Context: an optimization exercise on an open-source flow, tuned for small area, a short achievable clock period and few clock cycles. The choices shown serve that exercise and are no tape-out recipe. At most, simulation tests tie the RTL to the original design; equivalence was not proved. Power and IR drop assume default switching activity.

Setup of lane 1:
Design MIPS_Stack, start of the top module:
module MIPS_Stack(input clk, rst,
	output [4:0] mem_addr,
	output [7:0] mem_wdata,
	output mem_write,
	input [7:0] mem_rdata);
Size: about 1,300 cells after synthesis, roughly 280 flip-flops, about 24 I/O pins, roughly 0.011 mm² of cells after synthesis.
Settings: LEC_CHECK=0, ABC_CLOCK_PERIOD_IN_PS=2400, CAP_MARGIN=20, CORE_MARGIN=2, CORE_UTILIZATION=40, CTS_CLUSTER_DIAMETER=100, CTS_CLUSTER_SIZE=30, SETUP_SLACK_MARGIN=3.6, SLEW_MARGIN=20; clock period 6.0 ns.
run.sh (not shown) runs the stock make flow with config.mk's settings and CLKGATE_MAP_FILE= SYNTH_SCRIPT=/design/flow/synth_recipe.tcl, a recipe that flattens the netlist after the stock synthesis.
The following lists how lane 2 was set up differently from lane 1:
- CTS_CLUSTER_DIAMETER no longer set, was 100
- CTS_CLUSTER_SIZE no longer set, was 30
[summary]
- Between lane 2 and lane 1, sum of buffers and inverters on the critical path is lower for lane 1, lane 2 comes in above that.
- The final wirelength of lane 2 was inferior to that of lane 1.
- The lower latest clock arrival within the worst-skew pair came out of lane 1.
- Lane 2 gives more total power than lane 1 did.
Function was not checked in any run of this note: the RTL went through the layout flow alone.


== JK ==
Another version of the RTL of MIPS_Stack (not shown whole).
Size: ~1300 cells after synthesis, ~24 I/O pins, about 11000 um2 of cells after synthesis.
Settings: LEC_CHECK=0, ABC_CLOCK_PERIOD_IN_PS=2000, CAP_MARGIN=20, CORE_MARGIN=2, CORE_UTILIZATION=40, SETUP_SLACK_MARGIN=4.0, SLEW_MARGIN=20; clock period 6.0 ns.
The following lists how MS was set up differently from JK:
- SETUP_SLACK_MARGIN now 3.6, was 4.0
- ABC_CLOCK_PERIOD_IN_PS now 2400, was 2000
Results
- Post-detailed-routing wire length down 24% in MS wrt JK
- Setup slack: MS less than JK
- Changes observed in MS relative to JK: critical path depth about even; sum of internal, switching and leakage power dropped 220 uW.
- Diff JK and MS: multi-input gate share of total cell area lower in MS
- Of JK and MS, JK shows the lower number of filler instances in the final layout, with MS above it.
- Compared to JK, MS has power in combinational cells about 13% lower.
- Delta(layout overhead on the synthesized area, MS - JK) < 0
No run of this note included a check of the RTL's function; only the layout flow was run.


The RTL this note starts from:
==> flow/design.v <==
module Stack (clk, hold, up, dn, top_in, top, second);
    input clk;
    input hold, up, dn;           
    input [7:0] top_in;           
    output [7:0] top, second;
    reg [7:0] s [0:31];
    always @(posedge clk)
        s[0] <= top_in;
    genvar i;
    generate
        for (i = 1; i < 32; i = i + 1) begin : g
            always @(posedge clk)
                s[i] <= ~(({8{hold}} & ~s[i]) | ({8{up}} & ~s[i-1]) | ({8{dn}} & ~s[(i+1) % 32]));
        end
    endgenerate
    assign top = s[0];
    assign second = s[1];
endmodule
module MIPS_Stack(input clk, rst,
	output [4:0] mem_addr,
	output [7:0] mem_wdata,
	output mem_write,
	input [7:0] mem_rdata);
	reg [4:0] addr;      
	reg [4:0] ret;       
	reg       pushc;     
	reg       popc;      
	wire fetch = ~pushc & ~popc;
	wire [2:0] op = mem_rdata[7:5];
	wire [4:0] x  = mem_rdata[4:0];
	wire [7:0] T, N;
	wire tz = ~|T;
	wire is_bin  = fetch & ~op[2] & ~(op[1] & op[0]);
	wire is_not  = fetch & (op == 3'b011);
	wire is_mem  = fetch & op[2] & ~op[1];               
	wire to_x    = op[2] & (~op[1] | ~op[0] | tz);       
	wire [4:0] addr_inc = addr + 5'd1;
	wire [4:0] addr_n = ~fetch ? ret : (to_x ? x : addr_inc);
	always @(posedge clk, posedge rst) begin
		if (rst) begin
			addr  <= 5'd0;
			pushc <= 1'b0;
			popc  <= 1'b0;
		end else begin
			addr  <= addr_n;
			pushc <= is_mem & ~op[0];
			popc  <= is_mem & op[0];
		end
	end
	always @(posedge clk)
		if (fetch)
			ret <= addr_inc;
	wire [7:0] sum  = N + T;
	wire [7:0] diff = N - T;
	wire [7:0] alu  = op[1] ? (op[0] ? ~T : (N & T)) : (op[0] ? diff : sum);
	wire up   = pushc;
	wire dn   = popc | is_bin;
	wire hold = ~up & ~dn;
	wire [7:0] top_in = pushc ? mem_rdata :
	                    popc ? N :
	                    (is_bin | is_not) ? alu : T;
	Stack stack(clk, hold, up, dn, top_in, T, N);
	assign mem_addr  = addr;
	assign mem_write = popc;
	assign mem_wdata = T;
endmodule
make LEC_CHECK=0 CAP_MARGIN=20 CORE_MARGIN=2 CORE_UTILIZATION=40 SLEW_MARGIN=20 finish   # period 6.0 ns
Testbench counts at the start, summed over its fixed seeds: cycles 41,413.
==> next run, changes <==
--- a/flow/config.mk
+++ b/flow/config.mk
@@ -6,6 +6,8 @@
 export NUM_CORES = 4
 export LEC_CHECK = 0
+export ABC_CLOCK_PERIOD_IN_PS = 2500
 export CAP_MARGIN = 20
 export CORE_MARGIN = 2
 export CORE_UTILIZATION = 40
+export SETUP_SLACK_MARGIN = 3.5
 export SLEW_MARGIN = 20
Critical path depth rose by 4.
Non-clock buffer count rose by 18.
Area after synthesis is unchanged.
Final area rose by 3.1%.
Hold slack gets worse by 0.0086 ns.
Clock-buffer cell count fell by 4.

==> static timing again, ports no longer ideal <==
The results above use ideal ports. As a check the final layouts listed here were re-extracted and re-timed, cells and wires unchanged. Step 1: set_driving_cell puts a clkbuf_16 on clk and a buf_2 on each other input, an assumption about the parent block. Step 2 adds t to the input delays and takes it off the output delays; t is the mean of the earliest and latest rising clock arrival at the registers after step 1. Input paths then give back, and output paths get back, about the clock's delay inside the block. a / b / c = no drivers / after step 1 / after step 2; a / b = the first two.
run | t (ns) | slack for setup (ns) | worst hold slack (ns) | worst setup path after step 2
lane 1 | 0.525 | 3.523 / 3.539 / 3.014 | 0.471 / 0.471 / 0.471 | input to register
lane 2 | 0.591 | 3.496 / 3.492 / 2.901 | 0.463 / 0.463 / 0.463 | input to register
JK | 0.579 | 3.662 / 3.613 / 3.408 | 0.435 / 0.435 / 0.435 | input to register
MS | 0.575 | 3.631 / 3.584 / 3.114 | 0.457 / 0.457 / 0.457 | input to register
the first run of note 3 | 0.573 | 2.305 / 2.328 / 1.755 | 0.466 / 0.466 / 0.466 | input to register
the second run of note 3 | 0.570 | 3.423 / 3.423 / 2.923 | 0.457 / 0.457 / 0.457 | input to register
After both steps every run listed still meets setup and hold. The setup slack of lane 2, which loses most, moves by -0.004 ns with the drivers and by -0.595 ns with both steps.
